Source: an optimization exercise on an open RTL-to-GDS flow (aim: small area). Production flows keep margins and buffers that such runs may drop. At most, simulation tests tie the RTL to the original design; equivalence was not proved. Power figures rest on the tool's default switching activity, not on a simulated workload.

Setup of job 6100:
// DFT
module DFT( output [31:0] real_value,
            output [31:0] imag_value,
            input [7:0] in,
            input clk, rst );
function [20:0] raddl;
  input [19:0] a, b;
  input ci;
  integer i;
  reg c;
  begin
    c = ci;
    for (i = 0; i < 20; i = i + 1) begin
      raddl[i] = a[i] ^ b[i] ^ c;
      c = (a[i] & b[i]) | (a[i] & c) | (b[i] & c);
    end
    raddl[20] = c;
  end
endfunction
function [5:0] raddh0;
  input [5:0] a, b;
  integer i;
  reg c;
  begin
    c = 1'b0;
    for (i = 0; i < 6; i = i + 1) begin
      raddh0[i] = a[i] ^ b[i] ^ c;
      c = (a[i] & b[i]) | (a[i] & c) | (b[i] & c);
    end
  end
endfunction
function [5:0] raddh1;
  input [5:0] a, b;
  integer i;
  reg c;
  begin
    c = 1'b1;
    for (i = 0; i < 6; i = i + 1) begin
      raddh1[i] = a[i] ^ b[i] ^ c;
      c = (a[i] & b[i]) | (a[i] & c) | (b[i] & c);
    end
  end
endfunction
function [25:0] radd;
  input [25:0] a, b;
  input ci;
  reg [20:0] l;
  begin
    l = raddl(a[19:0], b[19:0], ci);
    radd = {l[20] ? raddh1(a[25:20], b[25:20]) : raddh0(a[25:20], b[25:20]), l[19:0]};
  end
endfunction
function [8:0] radd9;
  input [8:0] a, b;
  input ci;
  integer i;
  reg c;
  begin
    c = ci;
    for (i = 0; i < 9; i = i + 1) begin
      radd9[i] = a[i] ^ b[i] ^ c;
  ...
Size: about 10,000 sq um of cells after synthesis.
==> flow/config.mk <==
export PLATFORM = sky130hd
export DESIGN_NAME = DFT
export DESIGN_NICKNAME = DFT
export VERILOG_FILES = /design/flow/design.v
export SDC_FILE = /design/flow/constraint.sdc
export NUM_CORES = 4
export LEC_CHECK = 0
export ABC_AREA = 1
export CAP_MARGIN = 20
export CORE_MARGIN = 2
export CORE_UTILIZATION = 60
export CTS_CLUSTER_DIAMETER = 120
export CTS_CLUSTER_SIZE = 34
export SLEW_MARGIN = 20
==> flow/constraint.sdc <==
create_clock -name core_clock -period 12.0 [get_ports {clk}]
set_input_delay 2.4000 -clock core_clock [delete_from_list [all_inputs] [get_ports {clk}]]
set_output_delay 2.4000 -clock core_clock [all_outputs]
set_load 0.01 [all_outputs]
standard.sh (not shown) runs the stock make flow with config.mk's settings and CLKGATE_MAP_FILE= SYNTH_SCRIPT=/design/flow/synth_recipe.tcl, a recipe that flattens the netlist after the stock synthesis.
==> flow/flow/run.sh <==
#!/bin/bash
# The standard layout, with the port buffers made from the smallest buffer cell.
set -euo pipefail
export BUFFER_PORTS_ARGS="-buffer_cell sky130_fd_sc_hd__buf_1"
bash standard.sh > standard.log 2>&1
The inputs of job 6171 differ from those of job 6100 as listed below.
- changing CTS_CLUSTER_DIAMETER from 120 to 60
- changing CTS_CLUSTER_SIZE from 34 to 16
- setting CTS_BUF_LIST to sky130_fd_sc_hd__clkbuf_4 sky130_fd_sc_hd__clkbuf_8 sky130_fd_sc_hd__clkbuf_16 for the first time
### Flow results
- Between job 6100 and job 6171, the flow reports final design instance area without fill increasing by a few percent.
- Job 6171 vs job 6100 on setup slack: job 6171 is the higher one.
- Share of total power in the clock network (higher): job 6171
- Against job 6100, total power in job 6171 came out worse.
- Reported for job 6100 and job 6171, number of diodes turned out identical to the last digit.
- Job 6171 vs. job 6100: maximum clock rate ~0 delta, combinational fraction of design power -2.3 points.
The inputs of job 3531 differ from those of job 6171 as listed below.
- CTS_BUF_LIST removed (was sky130_fd_sc_hd__clkbuf_4 sky130_fd_sc_hd__clkbuf_8 sky130_fd_sc_hd__clkbuf_16)
- CTS_CLUSTER_DIAMETER changed from 60 to 120
- CTS_CLUSTER_SIZE changed from 16 to 28
## What came out
Combinational group share of total power in job 3531 is 2.0 points higher than in job 6171. Delta(minimum clock period after layout, job 3531 - job 6171) > 0. In job 3531 the fraction of met3 tracks used by global routing turned out 0.90 points lower than in job 6171. Sort job 3531 and job 6171 by number of clock buffers in the layout, descending, and job 6171 comes first. From job 6171 to job 3531 the numbers moved as follows: via count lower; via count of the first global-routing pass lower.
No functional check of the RTL was part of any run of this note.

== old ==
DFT, a different RTL version from the one above (not shown whole).
Size in the first run: roughly 970 cells after synthesis, roughly 250 flip-flops, roughly 74 I/O pins, roughly 10000 um^2 of cells after synthesis.
export LEC_CHECK = 0
export ABC_AREA = 1
export CAP_MARGIN = 20
export CORE_MARGIN = 2
export CORE_UTILIZATION = 60
export CTS_CLUSTER_DIAMETER = 120
export CTS_CLUSTER_SIZE = 28
export GPL_TIMING_DRIVEN = 0
export SLEW_MARGIN = 20
create_clock -name core_clock -period 12.0 [get_ports {clk}]
Scripts as last shown in full above: flow/flow/run.sh
old reached the end of the flow, and the finished layout is clean on the timing, design-rule and antenna checks.
Here is what was changed in the inputs of new compared with old.
- ABC_AREA changed from 1 to 0
- GPL_TIMING_DRIVEN removed (was 0)
Re worst setup slack before clock tree synthesis: new is 460 ps up on old. Between new and old, the overall power of the completed layout is lower for old. Both conditions hold for new: the flow ran to the end and the final layout passed the timing, design-rule and antenna checks. Going from old to new, length in cells of the worst reg-to-reg path shrinks by 8. Delta(minimum setup slack in the final design, new - old) < 0. Between old and new, wire length increased. old ended up with k[0] as its timing startpoint of the critical path; new ended up with n[2]. Compared new vs old, and part of the cycle the worst path needs is up in new. The end point of the critical path comes out outr[25] in one run and outr[24] in the other, namely in old and new respectively.

Setup of run 1:
Starting RTL as in the previous note.
export LEC_CHECK = 0
export ABC_AREA = 1
export CAP_MARGIN = 20
export CORE_MARGIN = 2
export CORE_UTILIZATION = 60
export CTS_CLUSTER_DIAMETER = 120
export CTS_CLUSTER_SIZE = 28
export PLACE_DENSITY = 0.8
export SLEW_MARGIN = 20
create_clock -name core_clock -period 12.0 [get_ports {clk}]
Scripts as last shown in full above: flow/flow/run.sh
The following lists how run 2 was set up differently from run 1:
# run 1
export LEC_CHECK = 0
export ABC_AREA = 1
export CAP_MARGIN = 20
export CORE_MARGIN = 2
export CORE_UTILIZATION = 60
export CTS_CLUSTER_DIAMETER = 120
export CTS_CLUSTER_SIZE = 28
export PLACE_DENSITY = 0.8
export SLEW_MARGIN = 20
create_clock -name core_clock -period 12.0 [get_ports {clk}]
# run 2
export LEC_CHECK = 0
export ABC_AREA = 1
export CAP_MARGIN = 10
export CORE_MARGIN = 2
export CORE_UTILIZATION = 60
export CTS_CLUSTER_DIAMETER = 120
export CTS_CLUSTER_SIZE = 28
export SLEW_MARGIN = 10
create_clock -name core_clock -period 12.0 [get_ports {clk}]
==> comparison <==
- Run 2 did not stop at any stage, and its layout met the timing, design-rule and antenna checks.
- Compared with run 1, total power in run 2 decreased slightly.
- Going from run 1 to run 2, maximum resistive drop on vdd went down about 9%; post-route cell area held; internal power went down about 0.8%.
Edits applied to the flow inputs when going from run 2 to run 3:
# run 2
export LEC_CHECK = 0
export ABC_AREA = 1
export CAP_MARGIN = 10
export CORE_MARGIN = 2
export CORE_UTILIZATION = 60
export CTS_CLUSTER_DIAMETER = 120
export CTS_CLUSTER_SIZE = 28
export SLEW_MARGIN = 10
create_clock -name core_clock -period 12.0 [get_ports {clk}]
# run 3
export LEC_CHECK = 0
export ABC_AREA = 1
export CAP_MARGIN = 20
export CORE_MARGIN = 2
export CORE_UTILIZATION = 60
export CTS_CLUSTER_DIAMETER = 80
export CTS_CLUSTER_SIZE = 24
export SLEW_MARGIN = 20
create_clock -name core_clock -period 12.0 [get_ports {clk}]
### Flow results
- Both conditions hold for run 3: the flow ran to the end and the final layout passed the timing, design-rule and antenna checks.
- In the metrics for run 3 and run 2, the one carrying the higher count of clock-buffer cells in the layout is run 3.
- Changes observed in run 3 relative to run 2: combinational power essentially unchanged, critical path arrival -30 ps, minimum period implied by the final worst setup slack lost 7.1 ps, via count shows an increase of 50.
- Iteration count of the initial detailed-routing pass: run 3 vs run 2 up 3
- Run 2 -> run 3: period utilization flat
- Of run 3 and run 2, the higher cell count belongs to run 3.

[static timing again, ports no longer ideal]
In the flow no input, the clock included, has a driving cell. The finished layouts below were timed again as built, in two steps. Step 1: set_driving_cell puts a clkbuf_16 on clk and a buf_2 on each other input, an assumption about the parent block. Step 2 times the ports against the registers' clock, not the clock port: input delays grow and output delays shrink by t, the midpoint of the rising clock arrivals with the driver on. a / b / c = no drivers / after step 1 / after step 2; a / b = the first two.
run	t (ns)	setup slack, ns	hold WS [ns]	worst setup path at the end
job 6100	0.514	0.606 / 0.606 / 0.606	0.322 / 0.322 / 0.322	register to register
job 6171	0.547	0.620 / 0.620 / 0.620	0.316 / 0.316 / 0.316	register to register
job 3531	0.526	0.605 / 0.605 / 0.605	0.327 / 0.327 / 0.327	register to register
old	0.526	0.454 / 0.454 / 0.454	0.329 / 0.329 / 0.329	register to register
new	0.526	0.380 / 0.380 / 0.380	0.329 / 0.329 / 0.329	register to register
run 1	0.524	0.493 / 0.493 / 0.493	0.324 / 0.324 / 0.324	register to register
run 2	0.528	0.585 / 0.585 / 0.585	0.322 / 0.322 / 0.322	register to register
run 3	0.514	0.592 / 0.592 / 0.592	0.322 / 0.322 / 0.322	register to register
After both steps setup and hold are still met in every run listed.
